This design comes from an exercise in tuning for small area on the open sky130 flow, not from production work.
RTL that was checked went through simulation tests only; none was proved equivalent to the original.
No functional check of the RTL was part of runs 1 to 3.

[flow/design.v]
module sobel_processor #(
    parameter IMG_WIDTH = 64,
    parameter IMG_HEIGHT = 480,
    parameter PIXEL_WIDTH = 8,
    parameter USE_BILATERAL = 1
)(
    input  wire clk,
    input  wire rst_n,
    input  wire href,
    input  wire vsync,
    input  wire [15:0] pixel_in,
    input  wire sobel_enable,
    input  wire [7:0] edge_threshold,
    input  wire [1:0] threshold_mode,
    output wire pixel_valid,
    output wire [15:0] pixel_out,
    output wire binary_pixel,
    output wire binary_valid,
    output wire strong_edge,
    output wire weak_edge
);
    wire [17:0] red   = {pixel_in[15:11], pixel_in[15:13]};
    wire [17:0] green = {pixel_in[10:5],  pixel_in[10:9]};
    wire [17:0] blue  = {pixel_in[4:0],   pixel_in[4:2]};
    wire [17:0] wsum  = (red << 6) + (red << 3) + (red << 2) + red
                      + (green << 7) + (green << 4) + (green << 3) - green
                      + (blue << 5) - (blue << 2);
    wire [7:0] gray  = wsum[15:8];
    localparam NB = 129;
    localparam NC = 61;
    reg [23:0]     la;
    reg [8*NB-1:0] lb;
    reg [8*NC-1:0] lc;
    reg [5:0] cl;
    reg [2:0] rc;
    reg       a1;
    always @(posedge clk or negedge rst_n) begin
        if (!rst_n) begin
            cl <= 6'd63;
            rc <= 3'd7;
            a1 <= 1'b0;
        end else begin
            a1 <= href;
            if (href) begin
                cl <= cl + 1'b1;
                if (cl == 6'd63 && rc != 3'd3)
                    rc <= rc + 1'b1;
            end
        end
    end
    wire en_b = (cl != 6'd1);
    wire en_c = (cl == 6'd63) || (cl == 6'd0) || (cl > 6'd4);
    always @(posedge clk) begin
        if (href) begin
            la <= {la[15:0], gray};
            if (en_b) begin
                lb <= {lb[8*NB-9:0], la[23:16]};
                if (en_c)
                    lc <= {lc[8*NC-9:0], lb[8*NB-1 -: 8]};
            end
        end
    end
    wire [7:0] a_ [0:2];
    wire [7:0] b_ [0:NB-1];
    wire [7:0] c_ [0:NC-1];
    genvar gj;
    generate
        for (gj = 0; gj < 3; gj = gj + 1) begin : g_ta
            assign a_[gj] = la[8*gj+7 -: 8];
        end
        for (gj = 0; gj < NB; gj = gj + 1) begin : g_tb
            assign b_[gj] = lb[8*gj+7 -: 8];
        end
        for (gj = 0; gj < NC; gj = gj + 1) begin : g_tc
            assign c_[gj] = lc[8*gj+7 -: 8];
        end
    endgenerate
    wire va = a1 && (rc == 3'd3) && (cl >= 6'd2);
    wire c2 = (cl == 6'd2);
    wire c3 = (cl == 6'd3);
    wire c4 = (cl == 6'd4);
    wire c5 = (cl == 6'd5);
    wire [7:0] p8 = a_[0];
    wire [7:0] p7 = a_[1];
    wire [7:0] p6 = a_[2];
    wire [7:0] p5 = b_[125];
    wire [7:0] p3 = c2 ? b_[63]  : c3 ? b_[126] : b_[127];
    wire [7:0] p2 = c2 ? b_[126] : (c3 | c4) ? c_[59] : c_[58];
    wire [7:0] p1 = (c2 | c3) ? b_[127] : c_[59];
    wire [7:0] p0 = c2 ? b_[127] : (c3 | c4) ? b_[128] : c5 ? c_[59] : c_[60];
    wire signed [9:0] x0 = {1'b0, p5} - {1'b0, p3};
    wire signed [9:0] x1 = {1'b0, p7} - {1'b0, p1};
    wire signed [9:0] x2 = {1'b0, p8} - {1'b0, p0};
    wire signed [9:0] x3 = {1'b0, p2} - {1'b0, p6};
    wire signed [10:0] sc = x2 + x0 + x1;
    wire signed [10:0] tc = x3 + x0 - x1;
    reg signed [10:0] sa, ta;
    always @(posedge clk) begin
        sa <= sc;
        ta <= tc;
    end
    wire [9:0] s_abs = sa[10] ? -sa : sa;
    wire [9:0] t_abs = ta[10] ? -ta : ta;
    wire [9:0] mx    = (s_abs > t_abs) ? s_abs : t_abs;
    wire [7:0] mag   = (mx[9:8] != 2'b00) ? 8'd255 : mx[7:0];
    wire signed [12:0] sa2 = {sa[10], sa, 1'b0};
    wire signed [12:0] ta2 = {ta[10], ta, 1'b0};
    wire signed [12:0] ux = sa2 - sc;
    wire signed [12:0] uy = ta2 - tc;
    wire [11:0] bxe = {sc[10], sc};
    wire [11:0] bye = {tc[10], tc};
    wire [13:0] mxe = {ux[12], ux};
    wire [13:0] mye = {uy[12], uy};
    reg  [22:0] cacc;
    reg  [2:0]  bg;
    reg  [13:0] bpp;
    reg         bneg;
    integer bi;
    always @(*) begin
        cacc = 23'd0 - 23'd1;
        for (bi = 0; bi < 6; bi = bi + 1) begin
            bg = {bxe[2*bi+1], bxe[2*bi], (bi == 0) ? 1'b0 : bxe[2*bi-1]};
            case (bg)
                3'b001, 3'b010: bpp = mxe;
                3'b011:         bpp = {mxe[12:0], 1'b0};
                3'b100:         bpp = ~{mxe[12:0], 1'b0};
                3'b101, 3'b110: bpp = ~mxe;
                default:        bpp = 14'd0;
            endcase
            bneg = bg[2] & ~(bg[1] & bg[0]);
            cacc = cacc + ({9'd0, ~bpp[13], bpp[12:0]} << (2*bi)) - (23'd1 << (13+2*bi))
                        + ({22'd0, bneg} << (2*bi));
            bg = {bye[2*bi+1], bye[2*bi], (bi == 0) ? 1'b0 : bye[2*bi-1]};
            case (bg)
                3'b001, 3'b010: bpp = mye;
                3'b011:         bpp = {mye[12:0], 1'b0};
                3'b100:         bpp = ~{mye[12:0], 1'b0};
                3'b101, 3'b110: bpp = ~mye;
                default:        bpp = 14'd0;
            endcase
            bneg = bg[2] & ~(bg[1] & bg[0]);
            cacc = cacc + ({9'd0, ~bpp[13], bpp[12:0]} << (2*bi)) - (23'd1 << (13+2*bi))
                        + ({22'd0, bneg} << (2*bi));
        end
    end
    wire cons = ~cacc[22];
    reg vb, v3, v4, v5, v6, ev, evd;
    always @(posedge clk or negedge rst_n) begin
        if (!rst_n) begin
            vb <= 1'b0; v3 <= 1'b0; v4 <= 1'b0; v5 <= 1'b0; v6 <= 1'b0;
            ev <= 1'b0; evd <= 1'b0;
        end else begin
            vb <= va; v3 <= vb; v4 <= v3; v5 <= v4; v6 <= v5;
            ev <= v6; evd <= ev;
        end
    end
    reg [7:0] m3, m4, m5, m6, emd;
    reg f4, f5, f6, f7, f8;
    always @(posedge clk) begin
        m3 <= mag;
        m4 <= m3; m5 <= m4; m6 <= m5;
        f4 <= cons && (m3 > 8'd65);
        f5 <= f4; f6 <= f5; f7 <= f6; f8 <= f7;
    end
    reg [7:0] em;
    always @(posedge clk or negedge rst_n) begin
        if (!rst_n)
            em <= 8'd0;
        else
            em <= v6 ? m6 : 8'd0;
    end
    always @(posedge clk)
        emd <= em;
    wire [7:0] fm = f8 ? emd : 8'd0;
    reg [15:0] msum_acc;
    reg [7:0]  pcount;
    reg [7:0]  local_mean;
    always @(posedge clk or negedge rst_n) begin
        if (!rst_n) begin
            msum_acc   <= 16'd0;
            pcount     <= 8'd0;
            local_mean <= 8'd100;
        end else if (evd) begin
            if (pcount == 8'd255) begin
                msum_acc   <= fm;
                pcount     <= 8'd1;
                local_mean <= msum_acc[15:8];
            end else begin
                msum_acc <= msum_acc + fm;
                pcount   <= pcount + 1'b1;
            end
        end
    end
    wire [7:0] adaptive_threshold = local_mean + 8'd20;
    wire is_strong = (fm >= 8'd95);
    wire is_weak   = (fm >= 8'd55) && (fm < 8'd95);
    reg  bres;
    always @(*) begin
        case (threshold_mode)
            2'b01:   bres = (fm > adaptive_threshold);
            2'b10:   bres = (fm >= 8'd55);
            default: bres = (fm > edge_threshold);
        endcase
    end
    reg bp_raw, bv_raw, se_r, we_r;
    always @(posedge clk or negedge rst_n) begin
        if (!rst_n) begin
            bp_raw <= 1'b0; bv_raw <= 1'b0; se_r <= 1'b0; we_r <= 1'b0;
        end else begin
            bv_raw <= evd;
            if (evd) begin
                bp_raw <= bres;
                se_r   <= is_strong;
                we_r   <= is_weak;
            end
        end
    end
    assign strong_edge = se_r;
    assign weak_edge   = we_r;
    reg [2:0] row_cur;
    reg prev_prev_out, nr_out, nr_valid;
    wire keep = row_cur[1] && (row_cur[0] | row_cur[2] | nr_out | prev_prev_out);
    always @(posedge clk or negedge rst_n) begin
        if (!rst_n) begin
            row_cur <= 3'b0; prev_prev_out <= 1'b0; nr_out <= 1'b0; nr_valid <= 1'b0;
        end else if (bv_raw) begin
            row_cur       <= {row_cur[1:0], bp_raw};
            prev_prev_out <= nr_out;
            nr_out        <= keep;
            nr_valid      <= 1'b1;
        end
    end
    assign binary_pixel = nr_out;
    assign binary_valid = nr_valid;
    assign pixel_valid = sobel_enable ? ev : href;
    assign pixel_out   = sobel_enable ? {em[7:3], em[7:2], em[7:3]} : pixel_in;
endmodule
[flow/run.sh]
#!/bin/bash
# synth_recipe.tcl (not shown) runs the flow's synth.tcl, then flattens the netlist and writes it again
# the make line also repeats each setting of config.mk as NAME=value (left out here)
make -C /OpenROAD-flow-scripts/flow DESIGN_CONFIG=/design/flow/config.mk WORK_HOME=/design/flow/orfs CLKGATE_MAP_FILE= SYNTH_SCRIPT=/design/flow/synth_recipe.tcl finish
[flow/config.mk]
export PLATFORM = sky130hd
export DESIGN_NAME = sobel_processor
export DESIGN_NICKNAME = sobel_processor
export VERILOG_FILES = /design/flow/design.v
export SDC_FILE = /design/flow/constraint.sdc
export NUM_CORES = 4
export LEC_CHECK = 0
export CAP_MARGIN = 20
export CORE_MARGIN = 2
export CORE_UTILIZATION = 60
export CTS_BUF_LIST = sky130_fd_sc_hd__clkbuf_16
export CTS_CLUSTER_DIAMETER = 100
export CTS_CLUSTER_SIZE = 30
export PLACE_DENSITY = 0.75
export SLEW_MARGIN = 20
[flow/constraint.sdc]
create_clock -name core_clock -period 13.0 [get_ports {clk}]
set_input_delay 2.6000 -clock core_clock [delete_from_list [all_inputs] [get_ports {clk}]]
set_output_delay 2.6000 -clock core_clock [all_outputs]
set_load 0.01 [all_outputs]
==> summary.md, run 1 <==
| Metric | Value |
|---|---|
| Status | `no timing/DRC/antenna violations` |
| Fin crit period | `12.45 ns` |
| Ys async rst share | `0.0399` |
| Die Wd | `337 µm` |
| Least-Margin Pin Slew | `1.06 ns` |
| Multi-input combinational cell area | `around 0.016 mm²` |
| Min-delay src | `m5[4]$_DFF_P_` |
| Avg WL per Cell | `about 21 µm` |
| Synth Flop Type | `edfxtp_1` |
| Register area | `a little under 0.05 mm²` |
| Routed vias/inst | `~5.5` |
| Cts bufs inserted | `67` |
| Setup crit end kind | `flop` |
| CTS tree | `yes` |
| Hold Crit Class | `reg2reg` |
| Netlist cell types | `83` |
| Slowest CP cell | `dfstp_2` |
| Iteration-0 DRC Markers | `approximately 2700` |
| Rel. slew slack | `0.288` |
| Critical path type | `reg2reg` |
| Synth-to-layout area growth | `8.73%` |
| Fillers | `~7500` |
| Final worst path period share | `0.958` |
| Number of clock sinks | `about 1700` |
| DRC viols | `0` |
| Final #Nets | `around 4600` |
| First-pass GRT wire length | `approximately 180000 µm` |
| CP Launch Type | `flop` |
| Worst path max stage delay | `0.61 ns` |
| Vias in the first global route | `30800` |
| Syn_area_per_cell | `about 17 µm²` |
| Pre-CTS WS | `-0.0560 ns` |
| Bufs and invs on worst path | `9` |
| Max frequency | `0.0803 GHz` |
| Port Buffer Count | `50` |
| WP data required | `around 14 ns` |
| Post-synth EDFFs | `~1500` |
| Post-synthesis instance total | `between 3000 and 4000` |
| Global route overflow | `0` |
| Initial antenna violation count | `2` |
| Clk_skew | `slightly below 0.05 ns` |
| Warnings from Yosys | `1` |
| Hold path cells | `0` |
| Final Max Slew Viols | `0` |
| CTS Root Cell | `clkbuf_16` |
| RSZ-0062 raised after global routing | `no` |
| Reg-to-reg endpoint | `f4$_DFF_P_` |
| Hold-fix buffer count after cts | `0` |
| Die Span Y | `roughly 340 µm` |
| Fraction of layout cells with a size suffix above 1 | `0.0946` |
| Post-DP Area | `about 0.07 mm²` |
| R2R setup slack | `roughly 0.55 ns` |
| Cell mode on critical path | `fa_1` |
| Initial Util | `0.603` |
| Clock buffer depth | `3` |
| Final Hold Viols | `0` |
| Seq cells post-synth | `approximately 1700` |
| IO Count | `between 50 and 60` |
| Final setup viols | `0` |
| Max-cap violation count | `0` |
| Gr usage total | `0.209` |
| Setup TNS | `0 ns` |
| Drt pass-1 iters | `7` |
| Top cell family by delay on the critical path | `adder cells` |
| Sequential area share after synthesis | `0.741` |
| DR vias | `slightly above 30000` |
| Syn Nets | `4356` |
| Largest net degree at the start of global routing | `222` |
| Final hold slack | `between 0.2 and 0.3 ns` |
| Hold EP | `m6[4]$_DFF_P_` |
| Post-Syn Area | `0.0667 mm²` |
| Placer Congestion | `between 0.9 and 1` |
| Worst R2R Path Depth | `50` |
| Fin worst setup slack | `0.551 ns` |
| Detail Route Antenna Nets | `0` |
| End-of-flow core utilization | `0.656` |
| Setup crit start | `cl[0]$_DFFE_PN1P_` |
| Clock latency (worst-skew pair) | `~0.69 ns` |
| Die area | `about 0.11 mm²` |
| Fin area | `0.0725 mm²` |
| Synth area leader | `edfxtp_1` |
| Synth area leaders | `edfxtp_1, fa_1, ha_1` |
| Worst path arrival time | `between 10 and 15 ns` |
| Reg2Reg Launch Point | `cl[0]$_DFFE_PN1P_` |
| Area share of the largest cell type after synthesis | `0.695` |
| H-tree depth | `3` |
| Total Routed Length | `between 100000 and 150000 µm` |
| HPWL Detailed | `roughly 75000 µm` |
| Crit-path max FO | `5` |
| Reg clk slew, reported paths | `~0.12 ns` |
| Core area | `approximately 0.11 mm²` |
| Row count | `between 100 and 150` |
state kept, by name (all words and copies together) (netlist names), 3 cells and up:
name	count
pcount	8
lb	1032
lc	488
m6	8
row_cur	3
m3	8
em	8
ta	11
m5	8
m4	8
la	24
msum_acc	16
local_mean	8
emd	8
rc	3
cl	6
sa	11
cell type report:
| type | instances | area share |
|---|---|---|
| timing repair buffer | 247 | 0.0296 |
| multi-input combinational | 1781 | 0.221 |
| clock inverter | 16 | 0.00229 |
| clock buffer | 69 | 0.0238 |
| inverter | 321 | 0.0166 |
| sequential | 1678 | 0.681 |
| tap | 1488 | 0.0257 |
| antenna | 1 | 0.0000345 |
what timing repair did:
action,CTS,global route
setup buffers,0,9
gates resized for setup,4,54
setup endpoints to repair,1,1
endpoints found under the hold margin,0,0
pin swaps,0,16
kinds of logic after synthesis:
family,after synthesis,share of synthesized area
fa+ha+maj,452,0.107
simple gates,548,0.0385
mux,75,0.0116
flops,1678,0.741
xor+xnor,218,0.0305
compound gates,488,0.0476
buf+inv,418,0.0242
worst register-to-register path: cells and delay by family (launching register included):
family / cells / cell delay [ns]
fa+ha+maj: 13 / 5.18
flops: 1 / 0.61
mux: 3 / 0.72
compound gates: 11 / 2.18
xor+xnor: 5 / 0.88
simple gates: 9 / 1.85
buf+inv: 9 / 0.89
through the flow:
step / std cells
after global routing: 5600
after global placement: 5501
after detailed placement: 5501
after CTS: 5586
after floorplan: 3877
final: 5601
worst max path at each step:
stage	end	cells past startpoint
2_1_floorplan	lc[0]$_DFFE_PP_	3
3_3_place_gp	f4$_DFF_P_	52
3_5_place_dp	f4$_DFF_P_	51
4_1_cts	f4$_DFF_P_	51
5_1_grt	f4$_DFF_P_	55
6_report	f4$_DFF_P_	50
synthesized netlist by cell type, types with 23 or more instances:
master    instances
nand3_1          45
nand2b_1         26
inv_1           314
mux2i_1          55
o21ai_0         104
xor2_1           34
o22ai_1          23
ha_1            251
nor2_1          157
a221oi_1         38
fa_1            197
dfxtp_1          67
dfrtp_1          55
edfxtp_1       1544
nor3_1           32
nand2_1         169
a21oi_1         139
o221ai_1         25
clkbuf_1         71
a21o_1           40
xnor2_1         173
cell usage in the layout, fill, tap and decap left out, types with 40 or more instances in the layout:
master	netlist	final
ha_1	251	246
fa_1	197	196
nor2_1	157	157
clkbuf_16	0	69
mux2i_1	55	54
o21ai_0	104	98
clkdlybuf4s50_1	0	49
a21o_1	40	40
inv_1	314	320
nand3_1	45	45
dfrtp_1	55	55
a21oi_1	139	135
dfxtp_1	67	67
edfxtp_1	1544	1544
xnor2_1	173	162
buf_4	3	182
nand2_1	169	169
layer usage:
metal,GRT usage,up-vias,routed length (µm)
li1,-,14500,-
met1,0.310,15700,52800
met2,0.328,667,55200
met3,0.0272,162,5030
met4,0.0673,0,3480
met5,0,-,0
==> run 2: changes to the inputs <==
--- a/flow/config.mk
+++ b/flow/config.mk
@@ -11,5 +11,6 @@
 export CTS_BUF_LIST = sky130_fd_sc_hd__clkbuf_16
 export CTS_CLUSTER_DIAMETER = 100
 export CTS_CLUSTER_SIZE = 30
+export GPL_TIMING_DRIVEN = 0
 export PLACE_DENSITY = 0.75
 export SLEW_MARGIN = 20
==> run 2 against run 1 <==
Net effect:
- flip-flop and latch count unchanged
- hold slack improved by 0.011 ns
- global-route usage rose by 2.0 points
- register-to-register slack worse by 0.20 ns
- sequential share of layout area fell by 1.6 points
- non-clock buffer count increased by 19
- die area did not move
- area after synthesis stayed put
- routed wire length rose by 9.6%
- critical path type unchanged
- critical endpoint unchanged
==> summary.md, run 2 <==
| Metric | Value |
|---|---|
| Max reg flops | `1032 (unchanged)` |
| Clk_skew | `0.0516 ns (+0.00242 ns)` |
| Syn_area_per_cell | `17.2 µm² (unchanged)` |
| CTS tree | `yes` |
| CTS Root Cell | `clkbuf_16` |
| Rel. slew slack | `0.276 (-0.0124)` |
| Commonest cells post-synth | `edfxtp_1, inv_1, ha_1` |
| Final setup viols | `0 (unchanged)` |
| Total Routed Length | `128000 µm (+9.6%)` |
| Final worst path period share | `0.973 (+0.0154)` |
| Synth Flop Type | `edfxtp_1` |
| Ys async rst share | `0.0399 (unchanged)` |
| Largest net degree at the start of global routing | `36 (-84%)` |
| Cts bufs inserted | `68 (+1.5%)` |
| Number of clock sinks | `1678 (unchanged)` |
| Area share of the largest cell type after synthesis | `0.695 (unchanged)` |
| Post-synth EDFFs | `1544 (unchanged)` |
| Routed vias/inst | `5.64 (+1.7%)` |
| Synth area leaders | `edfxtp_1, fa_1, ha_1` |
| WP data required | `13.58 ns (about the same)` |
| Worst path arrival time | `13.23 ns (+0.21 ns)` |
| Vias in the first global route | `31700 (+3.0%)` |
| Port Buffer Count | `50 (unchanged)` |
| Least-Margin Pin Slew | `1.08 ns (+0.0184 ns)` |
| Synth area leader | `edfxtp_1` |
| Critical path type | `reg2reg` |
| Warnings from Yosys | `1 (unchanged)` |
| Worst setup endpoint | `f4$_DFF_P_` |
| Fin worst setup slack | `0.351 ns (-0.200 ns)` |
| H-tree depth | `3 (unchanged)` |
| Reg2Reg Launch Point | `cl[5]$_DFFE_PN1P_` |
| Fin cells | `5630 (+0.52%)` |
| Dpl cells | `5491 (-0.18%)` |
| Setup crit start | `cl[5]$_DFFE_PN1P_` |
| Avg WL per Cell | `22.7 µm (+9.0%)` |
| Max frequency | `0.0791 GHz (-1.6%)` |
| Most frequent cell after synthesis | `edfxtp_1` |
| Clock latency (worst-skew pair) | `0.69 ns (about the same)` |
| Initial Util | `0.603 (unchanged)` |
| Status | `no timing/DRC/antenna violations` |
| Most common cell after layout, fill and taps aside | `edfxtp_1` |
| Gr usage total | `0.229 (+0.0196)` |
| Fraction of layout cells with a size suffix above 1 | `0.100 (+0.00559)` |
| Detail Route Antenna Nets | `0 (unchanged)` |
| Placer Congestion | `0.939 (+4.0%)` |
| Largest register by flop count | `lb` |
| # diodes | `0 (-1)` |
| Die area | `0.114 mm² (unchanged)` |
| Core area | `0.111 mm² (unchanged)` |
| Synth-to-layout area growth | `11.4%` |
| DR vias | `31700 (+2.2%)` |
| First-pass GRT wire length | `194000 µm (+8.1%)` |
| Drt pass-1 iters | `5 (-2)` |
| Seq cells post-synth | `1678 (unchanged)` |
| Die Wd | `337 µm (unchanged)` |
| Setup TNS | `0 ns (unchanged)` |
| Max-cap violation count | `0 (unchanged)` |
| Min-delay src | `m3[0]$_SDFF_PP1_` |
| Iteration-0 DRC Markers | `2933 (+9.4%)` |
| Netlist cell types | `83 (unchanged)` |
| Post-Syn Area | `0.0667 mm² (unchanged)` |
| Fin crit period | `12.65 ns (+0.200 ns)` |
| Final #Nets | `4595 (+0.44%)` |
| Sequential area share after synthesis | `0.741 (unchanged)` |
| End-of-flow core utilization | `0.672 (+0.0163)` |
| Hold-fix buffer count after cts | `0 (unchanged)` |
| R2R setup slack | `0.35 ns (-0.20 ns)` |
| HPWL Detailed | `85600 µm (+14%)` |
| Syn Nets | `4356 (unchanged)` |
| Row count | `122 (unchanged)` |
| Slowest CP cell | `fa_1` |
| Clock buffer depth | `3 (unchanged)` |
| Worst R2R Path Depth | `55 (+10%)` |
| Hold Crit Class | `reg2reg` |
| Regs by FF count | `lb: 1032 flops, lc: 488 flops, la: 24 flops` |
| IO Count | `52 (unchanged)` |
| Crit-path max FO | `10 (+5)` |
| Reg-to-reg endpoint | `f4$_DFF_P_` |
| Pre-CTS WS | `-3.09 ns (-3.04 ns)` |
| Final Max Slew Viols | `0 (unchanged)` |
| Initial antenna violation count | `5 (+3)` |
| Worst path max stage delay | `0.56 ns (-0.05 ns)` |
| Post-synthesis instance total | `3877 (unchanged)` |
| Global route overflow | `0 (unchanged)` |
| DRC viols | `0 (unchanged)` |
| CP Launch Type | `flop` |
| Most frequent cells in the layout | `edfxtp_1, inv_1, ha_1, fa_1, nand2_1` |
| Die Span Y | `337 µm (unchanged)` |
| Reg clk slew, reported paths | `0.11 ns (about the same)` |
| Setup crit end kind | `flop` |
| Final Hold Viols | `0 (unchanged)` |
-- run 2: cell type report --
class                   instances  area, µm²
multi-input cells            1781      16500
flip-flops and latches       1678      49400
well taps                    1488       1860
clock buffers                  70       1750
repair buffers                174       2890
fillers                      7293      36200
inverters                     321       1210
clock inverters                26        224
plain buffers                  92        495
-- run 2: repair_timing --
item / in CTS / in global routing
endpoints found under the setup margin: 1 / 1
gates resized for setup: 88 / 94
buffers inserted: 20 / 28
hold endpoints to repair: 0 / 0
pin swaps: 18 / 44
-- run 2: cells by family (layout without fill, tap and decap cells) --
family / count (synthesis) / count (layout) / share of synthesized area
buffers and inverters: 418 / 683 / 0.0242
flip-flops: 1678 / 1678 / 0.741
AO/OA/AOI/OAI: 488 / 488 / 0.0476
AND/OR/NAND/NOR: 548 / 548 / 0.0385
XOR/XNOR: 218 / 218 / 0.0305
multiplexers: 75 / 75 / 0.0116
adder cells (fa/ha/maj): 452 / 452 / 0.107
-- run 2: worst min-delay path by stage --
stage | endpoint | slack [ns] | cells past startpoint
global route | m4[0]$_DFF_P_ | 0.32 | 0
floorplan | f5$_DFF_P_ | 0.31 | 0
detailed placement | f8$_DFF_P_ | 0.31 | 0
CTS | m5[2]$_DFF_P_ | 0.30 | 0
global placement | m6[2]$_DFF_P_ | 0.31 | 0
finish | m4[0]$_DFF_P_ | 0.31 | 0
-- run 2: critical path, delay by kind of cell (launching register included) --
kind,cells,cell delay (ns)
AND/OR/NAND/NOR,16,3.20
AO/OA/AOI/OAI,8,1.61
adder cells (fa/ha/maj),14,5.04
buffers and inverters,11,1.18
flip-flops,1,0.42
XOR/XNOR,5,0.81
multiplexers,1,0.25
-- run 2: through the flow --
| step | hold slack (ns) | area, µm² |
|---|---|---|
| 6_report | 0.306 | 74300 |
| 5_1_grt | 0.320 | 74300 |
| 4_1_cts | 0.301 | 73700 |
| 3_5_place_dp | 0.312 | 71100 |
| 3_3_place_gp | 0.312 | 69100 |
| 2_1_floorplan | 0.310 | 66700 |
-- run 2: routing by layer --
metal,vias up,track usage,share of wire
met5,-,0,0.00010
met4,2,0.0672,0.031
met3,159,0.0282,0.042
met2,761,0.369,0.48
met1,16200,0.333,0.45
li1,14600,-,-
==> run 3: changes to the inputs <==
--- a/flow/config.mk
+++ b/flow/config.mk
@@ -8,9 +8,8 @@
 export CAP_MARGIN = 20
 export CORE_MARGIN = 2
 export CORE_UTILIZATION = 60
-export CTS_BUF_LIST = sky130_fd_sc_hd__clkbuf_16
-export CTS_CLUSTER_DIAMETER = 100
-export CTS_CLUSTER_SIZE = 30
-export GPL_TIMING_DRIVEN = 0
+export CTS_BUF_LIST = sky130_fd_sc_hd__clkbuf_8 sky130_fd_sc_hd__clkbuf_16
+export CTS_CLUSTER_DIAMETER = 90
+export CTS_CLUSTER_SIZE = 18
 export PLACE_DENSITY = 0.75
 export SLEW_MARGIN = 20
==> run 3 against run 2 <==
Net effect:
- still clean
- global-route usage shrank 1.1 points
- utilization shrank 0.81 points
- via count shrank 1.0%
- clock skew grew 0.023 ns
- non-clock buffer count shrank 23
- routed wire length shrank 5.0%
==> summary.md, run 3 <==
| Metric | Value |
|---|---|
| Fraction of layout cells with a size suffix above 1 | `0.102 (+0.00166)` |
| Post-Syn Area | `0.0667 mm² (unchanged)` |
| Vias in the first global route | `31700 (-0.14%)` |
| Syn_area_per_cell | `17.2 µm² (unchanged)` |
| Crit-path max FO | `5 (-5)` |
| Reg clk slew, reported paths | `0.08 ns (-0.03 ns)` |
| Die Span Y | `337 µm (unchanged)` |
| Max frequency | `0.0801 GHz (+1.3%)` |
| Most frequent cell after synthesis | `edfxtp_1` |
| Placer Congestion | `0.904 (-3.8%)` |
| Cts bufs inserted | `104 (+53%)` |
| Die area | `0.114 mm² (unchanged)` |
| Synth area leader | `edfxtp_1` |
| Max reg flops | `1032 (unchanged)` |
| Final Max Slew Viols | `0 (unchanged)` |
| Seq cells post-synth | `1678 (unchanged)` |
| Synth area leaders | `edfxtp_1, fa_1, ha_1` |
| Synth Flop Type | `edfxtp_1` |
| CTS Root Cell | `clkbuf_16` |
| Status | `no timing/DRC/antenna violations` |
| Die Wd | `337 µm (unchanged)` |
| CP Launch Type | `flop` |
| Clock buffer depth | `3 (unchanged)` |
| Routed vias/inst | `5.57 (-1.2%)` |
| Post-synthesis instance total | `3877 (unchanged)` |
| Netlist cell types | `83 (unchanged)` |
| Rel. slew slack | `0.262 (-0.0136)` |
| Number of clock sinks | `1678 (unchanged)` |
| Avg WL per Cell | `21.5 µm (-5.3%)` |
| Fin area | `0.0734 mm² (-1.2%)` |
| Largest register by flop count | `lb` |
| Reg2Reg Launch Point | `cl[0]$_DFFE_PN1P_` |
| Max-cap violation count | `0 (unchanged)` |
| Post-synth EDFFs | `1544 (unchanged)` |
| Core area | `0.111 mm² (unchanged)` |
| Syn Nets | `4356 (unchanged)` |
| CTS tree | `yes` |
| Drt pass-1 iters | `6 (+1)` |
| Final Hold Viols | `0 (unchanged)` |
| DRC viols | `0 (unchanged)` |
| Largest net degree at the start of global routing | `222 (+520%)` |
| Most frequent cells in the layout | `edfxtp_1, inv_1, ha_1, fa_1, buf_4` |
| Final #Nets | `4608 (+0.28%)` |
| Most common cell after layout, fill and taps aside | `edfxtp_1` |
| Slowest CP cell | `dfstp_2` |
| Final setup viols | `0 (unchanged)` |
| Final hold slack | `0.320 ns (+0.0134 ns)` |
| Initial antenna violation count | `2 (-3)` |
| Detail Route Antenna Nets | `0 (unchanged)` |
| Clock latency (worst-skew pair) | `0.73 ns (+0.04 ns)` |
| Port Buffer Count | `50 (unchanged)` |
| Synth-to-layout area growth | `10.1%` |
| Commonest cells post-synth | `edfxtp_1, inv_1, ha_1` |
| First-pass GRT wire length | `186000 µm (-4.0%)` |
| Warnings from Yosys | `1 (unchanged)` |
| Row count | `122 (unchanged)` |
| Area share of the largest cell type after synthesis | `0.695 (unchanged)` |
| Iteration-0 DRC Markers | `2746 (-6.4%)` |
| Post-DP Area | `0.0701 mm² (-1.4%)` |
| Hold Crit Class | `reg2reg` |
| Worst path max stage delay | `0.60 ns (+0.04 ns)` |
| R2R setup slack | `0.51 ns (+0.16 ns)` |
| Total Routed Length | `121000 µm (-5.0%)` |
| Gr usage total | `0.218 (-0.0108)` |
| Worst path arrival time | `13.03 ns (-0.20 ns)` |
| Critical path type | `reg2reg` |
| Clk_skew | `0.0749 ns (+0.0234 ns)` |
| HPWL Detailed | `75300 µm (-12%)` |
| IO Count | `52 (unchanged)` |
| Fin crit period | `12.49 ns (-0.164 ns)` |
| H-tree depth | `3 (unchanged)` |
| WP data required | `13.54 ns (-0.04 ns)` |
| Regs by FF count | `lb: 1032 flops, lc: 488 flops, la: 24 flops` |
| Setup crit end kind | `flop` |
| Min-delay src | `m3[3]$_SDFF_PP1_` |
| Setup crit start | `cl[0]$_DFFE_PN1P_` |
| Final worst path period share | `0.960 (-0.0126)` |
| DR vias | `31400 (-1.0%)` |
| Cell mode on critical path | `fa_1` |
| Sequential area share after synthesis | `0.741 (unchanged)` |
| Initial Util | `0.603 (unchanged)` |
| Global route overflow | `0 (unchanged)` |
| Ys async rst share | `0.0399 (unchanged)` |
| Least-Margin Pin Slew | `1.11 ns (+0.0282 ns)` |
-- run 3: cell counts after synthesis --
Identical to the previous run, type by type.
-- run 3: logic make-up after synthesis --
family                   after synthesis  share of synthesized area
AO/OA/AOI/OAI                        488                     0.0476
XOR/XNOR                             218                     0.0305
buffers and inverters                418                     0.0242
AND/OR/NAND/NOR                      548                     0.0385
multiplexers                          75                     0.0116
adder cells (fa/ha/maj)              452                      0.107
flip-flops                          1678                      0.741
-- run 3: final cells by class --
type                    instances  area [µm²]
diodes                          2        5.00
clock buffers                 105        2620
clock inverters                25         239
fillers                      7392       37100
inverters                     321        1200
multi-input cells            1781       16000
flip-flops and latches       1678       49400
well taps                    1488        1860
repair buffers                243        2100
-- run 3: what timing repair did --
action                     CTS  global route
setup buffers                0             7
hold buffers                 0             0
pin swaps                    0            19
setup endpoints to repair    1             1
gates cloned                 0             0
resized for setup            5            50
-- run 3: path summary, 6_finish.rpt --
| check | endpoint | cells after the start |
|---|---|---|
| worst max register to register | f4$_DFF_P_ | 50 |
| max in group asynchronous | msum_acc[13]$_DFFE_PN0P_ | 2 |
| worst min register to register | m4[3]$_DFF_P_ | 0 |
| worst min-delay path | m4[3]$_DFF_P_ | 0 |
| worst max-delay path | f4$_DFF_P_ | 50 |
| min in group asynchronous | se_r$_DFFE_PN0P_ | 2 |
-- run 3: metal layers --
layer  vias to the layer above  GRT usage  wire length, µm
met3                       211     0.0284             5180
met2                       740      0.349            58100
met1                     15800      0.314            53700
met4                         0     0.0752             4260
li1                      14600          -                -
met5                         -          0                0
-- run 3: worst max-delay path, delay by kind of cell (launching register included) --
kind | cells | cell delay [ns]
adders and majority gates | 13 | 5.15
AOI/OAI and AO/OA | 12 | 2.36
and+or+nand+nor | 8 | 1.62
xor gates and xnor gates | 5 | 0.91
buffers and inverters | 9 | 0.89
muxes | 3 | 0.73
DFF | 1 | 0.60
-- run 3: per-stage QoR --
stage | std cells | setup TNS [ns] | setup slack (ns) | util
5_1_grt | 5641 | -0.0547 | -0.0547 | 0.664
6_report | 5643 | 0 | 0.515 | 0.664
3_5_place_dp | 5501 | -0.0560 | -0.0560 | 0.634
4_1_cts | 5631 | 0 | 0.0110 | 0.661
3_3_place_gp | 5501 | 0 | 0.172 | 0.634
2_1_floorplan | 3877 | - | -44.26 | -
==> run 4: changes to the inputs <==
--- a/flow/design.v
+++ b/flow/design.v
@@ -94,21 +94,23 @@
     wire signed [9:0] x3 = {1'b0, p2} - {1'b0, p6};
     wire signed [10:0] sc = x2 + x0 + x1;
     wire signed [10:0] tc = x3 + x0 - x1;
-    reg signed [10:0] sa, ta;
+    reg signed [10:0] sa, ta, sb, tb;
     always @(posedge clk) begin
         sa <= sc;
         ta <= tc;
+        sb <= sa;
+        tb <= ta;
     end
     wire [9:0] s_abs = sa[10] ? -sa : sa;
     wire [9:0] t_abs = ta[10] ? -ta : ta;
     wire [9:0] mx    = (s_abs > t_abs) ? s_abs : t_abs;
     wire [7:0] mag   = (mx[9:8] != 2'b00) ? 8'd255 : mx[7:0];
-    wire signed [12:0] sa2 = {sa[10], sa, 1'b0};
-    wire signed [12:0] ta2 = {ta[10], ta, 1'b0};
-    wire signed [12:0] ux = sa2 - sc;
-    wire signed [12:0] uy = ta2 - tc;
-    wire [11:0] bxe = {sc[10], sc};
-    wire [11:0] bye = {tc[10], tc};
+    wire signed [12:0] sb2 = {sb[10], sb, 1'b0};
+    wire signed [12:0] tb2 = {tb[10], tb, 1'b0};
+    wire signed [12:0] ux = sb2 - sa;
+    wire signed [12:0] uy = tb2 - ta;
+    wire [11:0] bxe = {sa[10], sa};
+    wire [11:0] bye = {ta[10], ta};
     wire [13:0] mxe = {ux[12], ux};
     wire [13:0] mye = {uy[12], uy};
     reg  [22:0] cacc;
@@ -155,12 +157,12 @@
         end
     end
     reg [7:0] m3, m4, m5, m6, emd;
-    reg f4, f5, f6, f7, f8;
+    reg f5, f6, f7, f8;
     always @(posedge clk) begin
         m3 <= mag;
         m4 <= m3; m5 <= m4; m6 <= m5;
-        f4 <= cons && (m3 > 8'd65);
-        f5 <= f4; f6 <= f5; f7 <= f6; f8 <= f7;
+        f5 <= cons && (m4 > 8'd65);
+        f6 <= f5; f7 <= f6; f8 <= f7;
     end
     reg [7:0] em;
     always @(posedge clk or negedge rst_n) begin
==> flow/config.mk (replaced) <==
export PLATFORM = sky130hd
export DESIGN_NAME = sobel_processor
export DESIGN_NICKNAME = sobel_processor
export VERILOG_FILES = /design/flow/design.v
export SDC_FILE = /design/flow/constraint.sdc
export NUM_CORES = 4
export LEC_CHECK = 0
export CAP_MARGIN = 20
export CORE_MARGIN = 2
export CORE_UTILIZATION = 70
export CTS_BUF_LIST = sky130_fd_sc_hd__clkbuf_16
export CTS_CLUSTER_DIAMETER = 100
export CTS_CLUSTER_SIZE = 30
export PLACE_DENSITY = 0.85
export SLEW_MARGIN = 20
==> run 4 against run 3 <==
Net effect:
- clock skew is 0.032 ns lower
- synthesized cell count is 1.1% lower
- design area fell by 3.6%
- critical path type unchanged
==> summary.md, run 4 <==
| Metric | Value |
|---|---|
| End-of-flow core utilization | `0.747 (+0.0830)` |
| Pre-CTS WS | `3.73 ns (+3.79 ns)` |
| Crit-path max FO | `16 (+11)` |
| Worst R2R Path Depth | `24 (-52%)` |
| Row count | `113 (-7.4%)` |
| Fin crit period | `9.50 ns (-2.98 ns)` |
| Placer Congestion | `0.939 (+3.9%)` |
| Dpl cells | `5089 (-7.5%)` |
| CTS resizes | `0 (-5)` |
| Clock buffer depth | `3 (unchanged)` |
| Largest register by flop count | `lb` |
| Final setup viols | `0 (unchanged)` |
| Setup TNS | `0 ns (unchanged)` |
| Seq cells post-synth | `1699 (+1.3%)` |
| Post-Syn Area | `0.0667 mm² (about the same)` |
| Initial Util | `0.704 (+0.101)` |
| Hold Crit Class | `reg2reg` |
| Clk_skew | `0.0427 ns (-0.0323 ns)` |
| CTS Root Cell | `clkbuf_16` |
| Reg2Reg Launch Point | `sa[5]$_DFF_P_` |
| Avg WL per Cell | `24.3 µm (+13%)` |
| Critical path type | `reg2reg` |
| Port Buffer Count | `50 (unchanged)` |
| Ys async rst share | `0.0394 (-0.000494)` |
| Setup crit end kind | `flop` |
| CP Launch Type | `flop` |
| Most frequent cell after synthesis | `edfxtp_1` |
| Area share of the largest cell type after synthesis | `0.695 (about the same)` |
| Cts bufs inserted | `67 (-36%)` |
| Fraction of layout cells with a size suffix above 1 | `0.0488 (-0.0531)` |
| Clock latency (worst-skew pair) | `0.67 ns (-0.06 ns)` |
| CTS tree | `yes` |
| Final #Nets | `4376 (-5.0%)` |
| RSZ-0062 raised after global routing | `no` |
| Largest net degree at the start of global routing | `225 (+1.4%)` |
| Reg clk slew, reported paths | `0.11 ns (+0.03 ns)` |
| Core area | `0.0947 mm² (-14%)` |
| Fin cells | `5182 (-8.2%)` |
| Max-cap violation count | `0 (unchanged)` |
| Fin worst setup slack | `3.50 ns (+2.98 ns)` |
| Post-CTS setup buffers | `0 (unchanged)` |
| DRC viols | `0 (unchanged)` |
| Worst path arrival time | `10.06 ns (-2.97 ns)` |
| Hold path cells | `0 (unchanged)` |
| Least-Margin Pin Slew | `1.21 ns (+0.101 ns)` |
| Metal-1 WL | `51800 µm (-3.7%)` |
| First-pass GRT wire length | `190000 µm (+2.3%)` |
| Final Hold Viols | `0 (unchanged)` |
| Post-synth EDFFs | `1544 (unchanged)` |
| Total Routed Length | `126000 µm (+4.0%)` |
| Warnings from Yosys | `1 (unchanged)` |
| H-tree depth | `3 (unchanged)` |
| Syn Nets | `4315 (-0.94%)` |
| Initial antenna violation count | `4 (+2)` |
| Die area | `0.0978 mm² (-14%)` |
| Reg-to-reg endpoint | `f5$_DFF_P_` |
| Final Max Slew Viols | `0 (unchanged)` |
| Syn_area_per_cell | `17.4 µm² (+1.1%)` |
| Final worst path period share | `0.731 (-0.230)` |
| IO Count | `52 (unchanged)` |
| Min-delay src | `m5[4]$_DFF_P_` |
| Status | `no timing/DRC/antenna violations` |
| Die Wd | `313 µm (-7.3%)` |
| Routed vias/inst | `6.04 (+8.5%)` |
| Commonest cells post-synth | `edfxtp_1, inv_1, ha_1` |
| R2R setup slack | `3.50 ns (+2.98 ns)` |
| Drt pass-1 iters | `8 (+2)` |
| Number of clock sinks | `1699 (+1.3%)` |
| Vias in the first global route | `31500 (-0.56%)` |
| Synth area leaders | `edfxtp_1, fa_1, ha_1` |
| Met2 routed WL | `62400 µm (+7.4%)` |
| WP data required | `13.55 ns (about the same)` |
| Rel. slew slack | `0.194 (-0.0681)` |
| DR WL met3 | `7890 µm (+52%)` |
| Iteration-0 DRC Markers | `3566 (+30%)` |
| Gr usage total | `0.261 (+0.0429)` |
| DR vias | `31300 (-0.32%)` |
| Post-synthesis instance total | `3836 (-1.1%)` |
| Global route overflow | `0 (unchanged)` |
| Most frequent cells in the layout | `edfxtp_1, inv_1, ha_1, fa_1, nor2_1` |
| HPWL Detailed | `77500 µm (+2.9%)` |
| Max frequency | `0.105 GHz (+31%)` |
| Detail Route Antenna Nets | `0 (unchanged)` |
| Highest routed metal layer | `met5` |
| Synth area leader | `edfxtp_1` |
| Max reg flops | `1032 (unchanged)` |
| Sequential area share after synthesis | `0.747 (+0.00619)` |
| Hold EP | `m6[4]$_DFF_P_` |
| Synth-to-layout area growth | `6.12%` |
| Most common cell after layout, fill and taps aside | `edfxtp_1` |
| Fillers | `5300 (-28%)` |
| Synth Flop Type | `edfxtp_1` |
| Netlist cell types | `72 (-13%)` |
| Regs by FF count | `lb: 1032 flops, lc: 488 flops, la: 24 flops` |
| Die Span Y | `313 µm (-7.3%)` |
| Hold-fix buffer count after cts | `0 (unchanged)` |
## run 4: worst max path at each step
stage	startpoint	endpoint	slack (ns)	depth (start not counted)
2_1_floorplan	href	lc[0]$_DFFE_PP_	-44.26	3
3_3_place_gp	sa[5]$_DFF_P_	f5$_DFF_P_	3.77	24
3_5_place_dp	ta[3]$_DFF_P_	f5$_DFF_P_	3.73	27
4_1_cts	ta[3]$_DFF_P_	f5$_DFF_P_	3.73	27
5_1_grt	ta[3]$_DFF_P_	f5$_DFF_P_	3.09	27
6_report	sa[5]$_DFF_P_	f5$_DFF_P_	3.50	24
## run 4: worst max-delay path, stage by stage, from the launching register on
cell and delay, ns:
dfxtp_1 0.85, inv_1 0.58, ha_1 0.50, o21ai_0 0.18, nand2b_1 0.08, a31o_2 0.27
xor2_2 0.92, xnor2_1 0.20, nor2_1 0.07, a211oi_1 0.43, fa_1 0.53, fa_1 0.49
inv_1 0.05, fa_1 0.50, fa_1 0.52, fa_1 0.50, ha_1 0.35, ha_1 0.30
o21ai_0 0.08, a21oi_1 0.42, o2111ai_1 0.24, a21oi_1 0.37, xnor3_1 0.46, xnor2_1 0.40
nor2_1 0.07
## run 4: layout make-up
type | count | area [µm²] | area share
antenna | 1 | 2.50 | 0.0000354
clock buffer | 68 | 1700 | 0.0240
clock inverter | 20 | 158 | 0.00223
inverter | 331 | 1240 | 0.0176
multi-input combinational | 1702 | 15300 | 0.217
sequential | 1699 | 49800 | 0.704
tap | 1265 | 1580 | 0.0224
timing repair buffer | 96 | 950 | 0.0134
## run 4: through the flow
step	hold WS [ns]	cell area [µm²]
5_1_grt	0.348	70800
2_1_floorplan	0.310	66700
4_1_cts	0.334	70700
6_report	0.333	70800
3_5_place_dp	0.312	68800
3_3_place_gp	0.310	68800
## run 4: per-layer routing
layer  vias up  global-route usage
li1      14000                   -
met3       258              0.0373
met2      1247               0.430
met4         2              0.0762
met5         -                   0
met1     15800               0.373
## run 4: kinds of logic after synthesis
family | synth area share
AND/OR/NAND/NOR | 0.0325
multiplexers | 0.00944
XOR/XNOR | 0.0307
flip-flops | 0.747
adder cells (fa/ha/maj) | 0.107
buffers and inverters | 0.0248
AO/OA/AOI/OAI | 0.0485
==> run 5: changes to the inputs <==
--- a/flow/config.mk
+++ b/flow/config.mk
@@ -7,9 +7,9 @@
 export LEC_CHECK = 0
 export CAP_MARGIN = 20
 export CORE_MARGIN = 2
-export CORE_UTILIZATION = 70
+export CORE_UTILIZATION = 60
 export CTS_BUF_LIST = sky130_fd_sc_hd__clkbuf_16
 export CTS_CLUSTER_DIAMETER = 100
 export CTS_CLUSTER_SIZE = 30
-export PLACE_DENSITY = 0.85
+export PLACE_DENSITY = 0.75
 export SLEW_MARGIN = 20
==> run 5 against run 4 <==
Net effect:
- still clean
- count of clock-buffer cells in the layout stayed put
- flip-flop and latch count stayed put
- highest routed layer unchanged
==> summary.md, run 5 <==
| Metric | Value |
|---|---|
| Final setup viols | `0 (unchanged)` |
| CTS Root Cell | `clkbuf_16` |
| Synth-to-layout area growth | `6.59%` |
| Register area | `0.0498 mm² (unchanged)` |
| Final Hold Viols | `0 (unchanged)` |
| Largest net degree at the start of global routing | `219 (-2.7%)` |
| Syn_area_per_cell | `17.4 µm² (unchanged)` |
| Reg clk slew, reported paths | `0.11 ns (about the same)` |
| Clock buffer depth | `3 (unchanged)` |
| Final hold slack | `0.332 ns (-0.00117 ns)` |
| H-tree depth | `3 (unchanged)` |
| # diodes | `0 (-1)` |
| Fin area | `0.0711 mm² (+0.44%)` |
| CTS resizes | `0 (unchanged)` |
| Drt pass-1 iters | `5 (-3)` |
| Number of clock sinks | `1699 (unchanged)` |
| Post-synthesis instance total | `3836 (unchanged)` |
| Row count | `122 (+8.0%)` |
| Port Buffer Count | `50 (unchanged)` |
| Max reg flops | `1032 (unchanged)` |
| Ys async rst share | `0.0394 (unchanged)` |
| Initial Util | `0.604 (-0.101)` |
| Most common cell after layout, fill and taps aside | `edfxtp_1` |
| Clk_skew | `0.0230 ns (-0.0197 ns)` |
| Post-Syn Area | `0.0667 mm² (unchanged)` |
| Detail Route Antenna Nets | `0 (unchanged)` |
| Fillers | `7581 (+43%)` |
| Cts bufs inserted | `67 (unchanged)` |
| DR vias | `29700 (-5.3%)` |
| Synth area leader | `edfxtp_1` |
| First-pass GRT wire length | `166000 µm (-12%)` |
| RSZ-0062 raised after global routing | `no` |
| Syn Nets | `4315 (unchanged)` |
| Worst R2R Path Depth | `27 (+13%)` |
| Fin crit period | `9.25 ns (-0.247 ns)` |
| Vias in the first global route | `29500 (-6.4%)` |
| Regs by FF count | `lb: 1032 flops, lc: 488 flops, la: 24 flops` |
| Avg WL per Cell | `19.8 µm (-19%)` |
| CTS tree | `yes` |
| Fraction of layout cells with a size suffix above 1 | `0.0489 (+0.0000998)` |
| Setup TNS | `0 ns (unchanged)` |
| Synth area leaders | `edfxtp_1, fa_1, ha_1` |
| Commonest cells post-synth | `edfxtp_1, inv_1, ha_1` |
| Fin worst setup slack | `3.75 ns (+0.247 ns)` |
| Reg2Reg Launch Point | `sa[3]$_DFF_P_` |
| Rel. slew slack | `0.265 (+0.0713)` |
| Total Routed Length | `107000 µm (-15%)` |
| Initial antenna violation count | `2 (-2)` |
| R2R setup slack | `3.75 ns (+0.25 ns)` |
| Hold path cells | `0 (unchanged)` |
| Final #Nets | `4373 (-0.069%)` |
| Synth Flop Type | `edfxtp_1` |
| Min-delay src | `m3[1]$_SDFF_PP1_` |
| Global route overflow | `0 (unchanged)` |
| Status | `no timing/DRC/antenna violations` |
| Reg-to-reg endpoint | `f5$_DFF_P_` |
| Warnings from Yosys | `1 (unchanged)` |
| Die Span Y | `337 µm (+7.9%)` |
| Most frequent cell after synthesis | `edfxtp_1` |
| Crit-path max FO | `17 (+1)` |
| Area share of the largest cell type after synthesis | `0.695 (unchanged)` |
| Routed vias/inst | `5.50 (-9.0%)` |
| Post-DP Area | `0.0691 mm² (+0.39%)` |
| Hold Crit Class | `reg2reg` |
| Largest register by flop count | `lb` |
| HPWL Detailed | `67400 µm (-13%)` |
| Die area | `0.114 mm² (+16%)` |
| Critical path type | `reg2reg` |
| Sequential area share after synthesis | `0.747 (unchanged)` |
| Hold EP | `m4[1]$_DFF_P_` |
| Placer Congestion | `0.930 (-0.95%)` |
| Die Wd | `337 µm (+7.9%)` |
| Hold-fix buffer count after cts | `0 (unchanged)` |
| Worst path arrival time | `9.81 ns (-0.25 ns)` |
| Least-Margin Pin Slew | `1.10 ns (-0.111 ns)` |
| WP data required | `13.56 ns (about the same)` |
| Pre-CTS WS | `3.84 ns (+0.110 ns)` |
| Iteration-0 DRC Markers | `2374 (-33%)` |
| Gr usage total | `0.191 (-0.0697)` |
| Max frequency | `0.108 GHz (+2.7%)` |
| Seq cells post-synth | `1699 (unchanged)` |
| Post-synth EDFFs | `1544 (unchanged)` |
| CP Launch Type | `flop` |
| End-of-flow core utilization | `0.643 (-0.104)` |
| Final worst path period share | `0.712 (-0.0190)` |
| Clock latency (worst-skew pair) | `0.67 ns (about the same)` |
| IO Count | `52 (unchanged)` |
| Setup crit start | `sa[3]$_DFF_P_` |
| Max-cap violation count | `0 (unchanged)` |
| Final Max Slew Viols | `0 (unchanged)` |
| Multi-input combinational cell area | `0.0154 mm² (+0.27%)` |
| Most frequent cells in the layout | `edfxtp_1, inv_1, ha_1, fa_1, nor2_1` |
| Dpl cells | `5309 (+4.3%)` |
| Setup crit end kind | `flop` |
| Post-CTS setup buffers | `0 (unchanged)` |
| DRC viols | `0 (unchanged)` |
| Core area | `0.111 mm² (+17%)` |
| Fin cells | `5396 (+4.1%)` |
| Netlist cell types | `72 (unchanged)` |
run 5: cell count changes in the layout (fill, tap and decap cells not counted), sizes merged:
cell | previous run | this run
buf | 47 | 44
diode | 1 | 0
inv | 347 | 342
run 5: cell type report:
class,instances,area share
Sequential cell,1699,0.701
Tap cell,1488,0.0262
Multi-Input combinational cell,1702,0.216
Timing Repair Buffer,93,0.0131
Clock buffer,68,0.0239
Inverter,331,0.0175
Clock inverter,15,0.00245
run 5: logic make-up after synthesis:
family	after synthesis	share of synthesized area
compound gates	487	0.0485
xor+xnor	226	0.0307
mux	61	0.00944
flops	1699	0.747
buf+inv	435	0.0248
simple gates	480	0.0325
fa+ha+maj	448	0.107
run 5: how the worst max path moves through the flow:
stage	endpoint	cells after the start
2_1_floorplan	lc[0]$_DFFE_PP_	3
3_3_place_gp	f5$_DFF_P_	25
3_5_place_dp	f5$_DFF_P_	25
4_1_cts	f5$_DFF_P_	25
5_1_grt	f5$_DFF_P_	27
6_report	f5$_DFF_P_	27
run 5: worst max-delay path: stages, from the launching register on:
cell and delay [ns]:
dfxtp_1 0.86, inv_2 0.32, ha_1 0.43, o21a_1 0.15, o31a_1 0.21, o21a_1 0.13
nor2_1 0.05, xnor2_2 0.83, xnor2_1 0.12, a221oi_1 0.38, fa_1 0.47, inv_1 0.08
fa_1 0.44, fa_1 0.56, inv_1 0.06, fa_1 0.53, inv_1 0.05, fa_1 0.47
ha_1 0.31, ha_1 0.30, nand3_1 0.07, or3_1 0.35, a21oi_1 0.44, o2111ai_1 0.21
a21oi_1 0.46, xnor3_1 0.50, xnor2_1 0.28, nor2_1 0.06
run 5: metal layers:
layer | part of all wire | routed length, µm | vias up | global-route usage
li1 | - | - | 14000 | -
met1 | 0.47 | 50600 | 14900 | 0.290
met2 | 0.46 | 48700 | 616 | 0.294
met3 | 0.047 | 4970 | 137 | 0.0291
met4 | 0.023 | 2450 | 2 | 0.0531
met5 | 0.00010 | 11 | - | 0
==> run 6: changes to the inputs <==
--- a/flow/design.v
+++ b/flow/design.v
@@ -107,19 +107,21 @@
     wire [7:0] mag   = (mx[9:8] != 2'b00) ? 8'd255 : mx[7:0];
     wire signed [12:0] sb2 = {sb[10], sb, 1'b0};
     wire signed [12:0] tb2 = {tb[10], tb, 1'b0};
-    wire signed [12:0] ux = sb2 - sa;
-    wire signed [12:0] uy = tb2 - ta;
+    wire signed [12:0] ux = sa - sb2;
+    wire signed [12:0] uy = ta - tb2;
     wire [11:0] bxe = {sa[10], sa};
     wire [11:0] bye = {ta[10], ta};
     wire [13:0] mxe = {ux[12], ux};
     wire [13:0] mye = {uy[12], uy};
-    reg  [22:0] cacc;
+    reg  [13:0] rx [0:5];
+    reg  [13:0] ry [0:5];
+    reg  [11:0] nvx, nvy;
     reg  [2:0]  bg;
     reg  [13:0] bpp;
-    reg         bneg;
     integer bi;
     always @(*) begin
-        cacc = 23'd0 - 23'd1;
+        nvx = 12'd0;
+        nvy = 12'd0;
         for (bi = 0; bi < 6; bi = bi + 1) begin
             bg = {bxe[2*bi+1], bxe[2*bi], (bi == 0) ? 1'b0 : bxe[2*bi-1]};
             case (bg)
@@ -129,9 +131,8 @@
                 3'b101, 3'b110: bpp = ~mxe;
                 default:        bpp = 14'd0;
             endcase
-            bneg = bg[2] & ~(bg[1] & bg[0]);
-            cacc = cacc + ({9'd0, ~bpp[13], bpp[12:0]} << (2*bi)) - (23'd1 << (13+2*bi))
-                        + ({22'd0, bneg} << (2*bi));
+            nvx[2*bi] = bg[2] & ~(bg[1] & bg[0]);
+            rx[bi] = {~bpp[13], bpp[12:0]};
             bg = {bye[2*bi+1], bye[2*bi], (bi == 0) ? 1'b0 : bye[2*bi-1]};
             case (bg)
                 3'b001, 3'b010: bpp = mye;
@@ -140,12 +141,19 @@
                 3'b101, 3'b110: bpp = ~mye;
                 default:        bpp = 14'd0;
             endcase
-            bneg = bg[2] & ~(bg[1] & bg[0]);
-            cacc = cacc + ({9'd0, ~bpp[13], bpp[12:0]} << (2*bi)) - (23'd1 << (13+2*bi))
-                        + ({22'd0, bneg} << (2*bi));
-        end
-    end
-    wire cons = ~cacc[22];
+            nvy[2*bi] = bg[2] & ~(bg[1] & bg[0]);
+            ry[bi] = {~bpp[13], bpp[12:0]};
+        end
+    end
+    localparam [22:0] SEXT = 23'b10101011 << 14;
+    wire [22:0] qs = SEXT + {11'd0, nvx} + {11'd0, nvy}
+                   + {9'd0, rx[0]}        + {9'd0, ry[0]}
+                   + {7'd0, rx[1], 2'd0}  + {7'd0, ry[1], 2'd0}
+                   + {5'd0, rx[2], 4'd0}  + {5'd0, ry[2], 4'd0}
+                   + {3'd0, rx[3], 6'd0}  + {3'd0, ry[3], 6'd0}
+                   + {1'd0, rx[4], 8'd0}  + {1'd0, ry[4], 8'd0}
+                   + {rx[5][12:0], 10'd0} + {ry[5][12:0], 10'd0};
+    wire cons = qs[22];
     reg vb, v3, v4, v5, v6, ev, evd;
     always @(posedge clk or negedge rst_n) begin
         if (!rst_n) begin
==> flow/flow/run.sh (new file) <==
#!/bin/bash
set -e
export BUFFER_PORTS_ARGS="-buffer_cell sky130_fd_sc_hd__buf_1"
bash standard.sh > standard.log 2>&1
==> flow/standard.sh (new file) <==
#!/bin/bash
# synth_recipe.tcl (not shown) runs the flow's synth.tcl, then flattens the netlist and writes it again
# the make line also repeats each setting of config.mk as NAME=value (left out here)
make -C /OpenROAD-flow-scripts/flow DESIGN_CONFIG=/design/flow/config.mk WORK_HOME=/design/flow/orfs CLKGATE_MAP_FILE= SYNTH_SCRIPT=/design/flow/synth_recipe.tcl "${@:-finish}"
removed: flow/run.sh
==> run 6 against run 5 <==
Net effect:
- still clean on timing, DRC and antenna
- routed wire length is 0.34% lower
- register-to-register slack improved by 0.31 ns
- critical path type unchanged
- highest routed layer is now met4
==> summary.md, run 6 <==
| Metric | Value |
|---|---|
| Global route overflow | `0 (unchanged)` |
| Post-CTS setup buffers | `0 (unchanged)` |
| Synth Flop Type | `edfxtp_1` |
| RSZ-0062 raised after global routing | `no` |
| Max-cap violation count | `0 (unchanged)` |
| Cell mode on critical path | `fa_1` |
| DR WL met3 | `4770 µm (-4.0%)` |
| Reg2Reg Launch Point | `sa[1]$_DFF_P_` |
| Synth Area in Adders | `0.105 (-0.00204)` |
| Port Buffer Count | `50 (unchanged)` |
| Worst path max stage delay | `0.72 ns (-0.14 ns)` |
| Cts bufs inserted | `68 (+1.5%)` |
| Fraction of layout cells with a size suffix above 1 | `0.0528 (+0.00396)` |
| CTS Root Cell | `clkbuf_16` |
| Post-DP Area | `0.0689 mm² (-0.21%)` |
| Most frequent cell after synthesis | `edfxtp_1` |
| Worst path arrival time | `9.55 ns (-0.26 ns)` |
| Clock buffer depth | `3 (unchanged)` |
| XOR/XNOR share of the synthesized area | `0.0288 (-0.00193)` |
| IO Count | `52 (unchanged)` |
| Regs by FF count | `lb: 1032 flops, lc: 488 flops, la: 24 flops` |
| Netlist cell types | `89 (+24%)` |
| Area share of the largest cell type after synthesis | `0.693 (-0.00233)` |
| Die area | `0.114 mm² (+0.33%)` |
| Hold path cells | `0 (unchanged)` |
| Metal-1 WL | `50200 µm (-0.90%)` |
| Crit-path max FO | `12 (-5)` |
| Synth area leader | `edfxtp_1` |
| Critical path type | `reg2reg` |
| Met2 routed WL | `49100 µm (+0.72%)` |
| Syn_area_per_cell | `17.4 µm² (-0.11%)` |
| Post-synthesis mux area share | `0.0129 (+0.00346)` |
| DRC viols | `0 (unchanged)` |
| Initial antenna violation count | `3 (+1)` |
| Largest family of logic cells by synthesized area | `adder cells` |
| Placer Congestion | `0.912 (-1.9%)` |
| Largest net degree at the start of global routing | `209 (-4.6%)` |
| Post-synth EDFFs | `1544 (unchanged)` |
| Clk_skew | `0.0402 ns (+0.0172 ns)` |
| Top cell family by delay on the critical path | `adder cells` |
| Slowest CP cell | `xnor2_2` |
| H-tree depth | `3 (unchanged)` |
| Highest routed metal layer | `met4` |
| Area fraction in compound gates after synthesis | `0.0486 (+0.0000995)` |
| Max reg flops | `1032 (unchanged)` |
| HPWL Detailed | `66600 µm (-1.1%)` |
| Iteration-0 DRC Markers | `2702 (+14%)` |
| WP data required | `13.60 ns (+0.04 ns)` |
| Final #Nets | `4385 (+0.27%)` |
| Core area | `0.111 mm² (+0.14%)` |
| Post-synthesis simple-gate area fraction | `0.0343 (+0.00172)` |
| Drt pass-1 iters | `5 (unchanged)` |
| Die Wd | `338 µm (+0.16%)` |
| Status | `no timing/DRC/antenna violations` |
| Reg-to-reg endpoint | `f5$_DFF_P_` |
| Reg clk slew, reported paths | `0.10 ns (about the same)` |
| Initial Util | `0.605 (+0.00119)` |
| Detail Route Antenna Nets | `0 (unchanged)` |
| Most frequent cells in the layout | `edfxtp_1, inv_1, ha_1, fa_1, nand2_1` |
| Synth-to-layout area growth | `6.04%` |
| Rel. slew slack | `0.293 (+0.0279)` |
| Most common cell after layout, fill and taps aside | `edfxtp_1` |
| Post-synthesis instance total | `3853 (+0.44%)` |
| Gr usage total | `0.191 (-0.000891)` |
| Min-delay src | `m5[2]$_DFF_P_` |
| Bufs and invs on worst path | `5 (+1)` |
| CP Launch Type | `flop` |
| Commonest cells post-synth | `edfxtp_1, inv_1, ha_1` |
| Worst R2R Path Depth | `29 (+7.4%)` |
| Hold Crit Class | `reg2reg` |
| Setup TNS | `0 ns (unchanged)` |
| R2R setup slack | `4.06 ns (+0.31 ns)` |
| Final worst path period share | `0.688 (-0.0240)` |
| Die Span Y | `338 µm (+0.16%)` |
| Vias in the first global route | `29100 (-1.2%)` |
| Routed vias/inst | `5.51 (+0.29%)` |
| WP depth | `29 (+7.4%)` |
| Pre-CTS WS | `4.15 ns (+0.306 ns)` |
| CTS tree | `yes` |
| Total Routed Length | `106000 µm (-0.34%)` |
| Setup crit end kind | `flop` |
| Fin worst setup slack | `4.06 ns (+0.311 ns)` |
| First-pass GRT wire length | `167000 µm (about the same)` |
| Ys async rst share | `0.0394 (unchanged)` |
| Warnings from Yosys | `3 (+2)` |
| Fin area | `0.0710 mm² (-0.18%)` |
| Synth area leaders | `edfxtp_1, fa_1, ha_1` |
| Least-Margin Pin Slew | `1.05 ns (-0.0417 ns)` |
| Row count | `122 (unchanged)` |
| CTS resizes | `0 (unchanged)` |
| Fin crit period | `8.94 ns (-0.311 ns)` |
| Post-Syn Area | `0.0669 mm² (+0.34%)` |
| Avg WL per Cell | `19.6 µm (-0.91%)` |
| Number of clock sinks | `1699 (unchanged)` |
| Hold EP | `m6[2]$_DFF_P_` |
| DR vias | `29900 (+0.87%)` |
| Clock latency (worst-skew pair) | `0.68 ns (about the same)` |
| Final setup viols | `0 (unchanged)` |
| Max frequency | `0.112 GHz (+3.5%)` |
| Hold-fix buffer count after cts | `0 (unchanged)` |
| Seq cells post-synth | `1699 (unchanged)` |
| Final Max Slew Viols | `0 (unchanged)` |
| Largest register by flop count | `lb` |
| Final Hold Viols | `0 (unchanged)` |
| Syn Nets | `4323 (+0.19%)` |
| Sequential area share after synthesis | `0.744 (-0.00250)` |
| Final hold slack | `0.327 ns (-0.00501 ns)` |
## run 6: through the flow
step,cells,util
floorplan,3853,-
global placement,5333,0.623
detailed placement,5333,0.623
CTS,5425,0.641
global route,5425,0.641
finish,5427,0.641
## run 6: worst max path at each step
stage	slack, ns	start	to
2_1_floorplan	-44.26	href	lc[0]$_DFFE_PP_
4_1_cts	4.06	sa[1]$_DFF_P_	f5$_DFF_P_
5_1_grt	3.74	sa[1]$_DFF_P_	f5$_DFF_P_
3_5_place_dp	4.15	sa[1]$_DFF_P_	f5$_DFF_P_
6_report	4.06	sa[1]$_DFF_P_	f5$_DFF_P_
3_3_place_gp	4.21	sa[1]$_DFF_P_	f5$_DFF_P_
## run 6: worst register-to-register path, delay by kind of cell, from the launching register on
| family | cells | cell delay (ns) |
|---|---|---|
| mux | 1 | 0.21 |
| buf+inv | 5 | 0.63 |
| compound gates | 7 | 1.76 |
| fa+ha+maj | 9 | 3.78 |
| simple gates | 3 | 0.93 |
| flops | 1 | 0.31 |
| xor+xnor | 4 | 1.24 |
## run 6: cell type report
cell class	instances	area, µm²
Sequential cell	1699	49800
Fill cell	7549	39700
Multi-Input combinational cell	1712	15400
Tap cell	1488	1860
Clock buffer	70	1750
Inverter	339	1270
Timing Repair Buffer	95	573
Clock inverter	22	264
Antenna cell	2	5.00
## run 6: metal layers
| metal | vias up | GRT usage |
|---|---|---|
| li1 | 14000 | - |
| met1 | 15100 | 0.295 |
| met2 | 634 | 0.291 |
| met3 | 138 | 0.0247 |
| met4 | 0 | 0.0474 |
| met5 | - | 0 |
## run 6: kinds of logic after synthesis
| group | Yosys count |
|---|---|
| flops | 1699 |
| simple gates | 493 |
| compound gates | 482 |
| buf+inv | 442 |
| fa+ha+maj | 439 |
| xor+xnor | 214 |
| mux | 84 |

static timing again, ports no longer ideal:
The flow's constraints put no driver on any port. The routed layouts listed below were extracted and timed again, unchanged, in two steps. Step 1 (the two cells are an assumption about what drives the block):
set clk [get_ports {clk}]
set_driving_cell -lib_cell sky130_fd_sc_hd__clkbuf_16 $clk
set_driving_cell -lib_cell sky130_fd_sc_hd__buf_2 [delete_from_list [all_inputs] $clk]
Step 2 also shifts input and output timing later by t, the mid clock arrival at the registers, as if the neighbouring blocks saw the same clock. Three values: no drivers, after step 1, after step 2; two values: the first two.
run | t (ns) | slack for setup (ns) | worst setup path at the end | slew at the worst register clock pin (ns)
run 1 | 0.732 | 0.551 / 0.551 / 0.551 | register to register | 0.12 / 0.12
run 2 | 0.738 | 0.351 / 0.351 / 0.351 | register to register | 0.12 / 0.12
run 3 | 0.754 | 0.515 / 0.515 / 0.515 | register to register | 0.09 / 0.09
run 4 | 0.726 | 3.498 / 3.498 / 3.498 | register to register | 0.12 / 0.12
run 5 | 0.726 | 3.746 / 3.746 / 3.746 | register to register | 0.12 / 0.12
run 6 | 0.728 | 4.057 / 4.057 / 4.057 | register to register | 0.11 / 0.11
After both steps setup and hold are still met in every run listed.
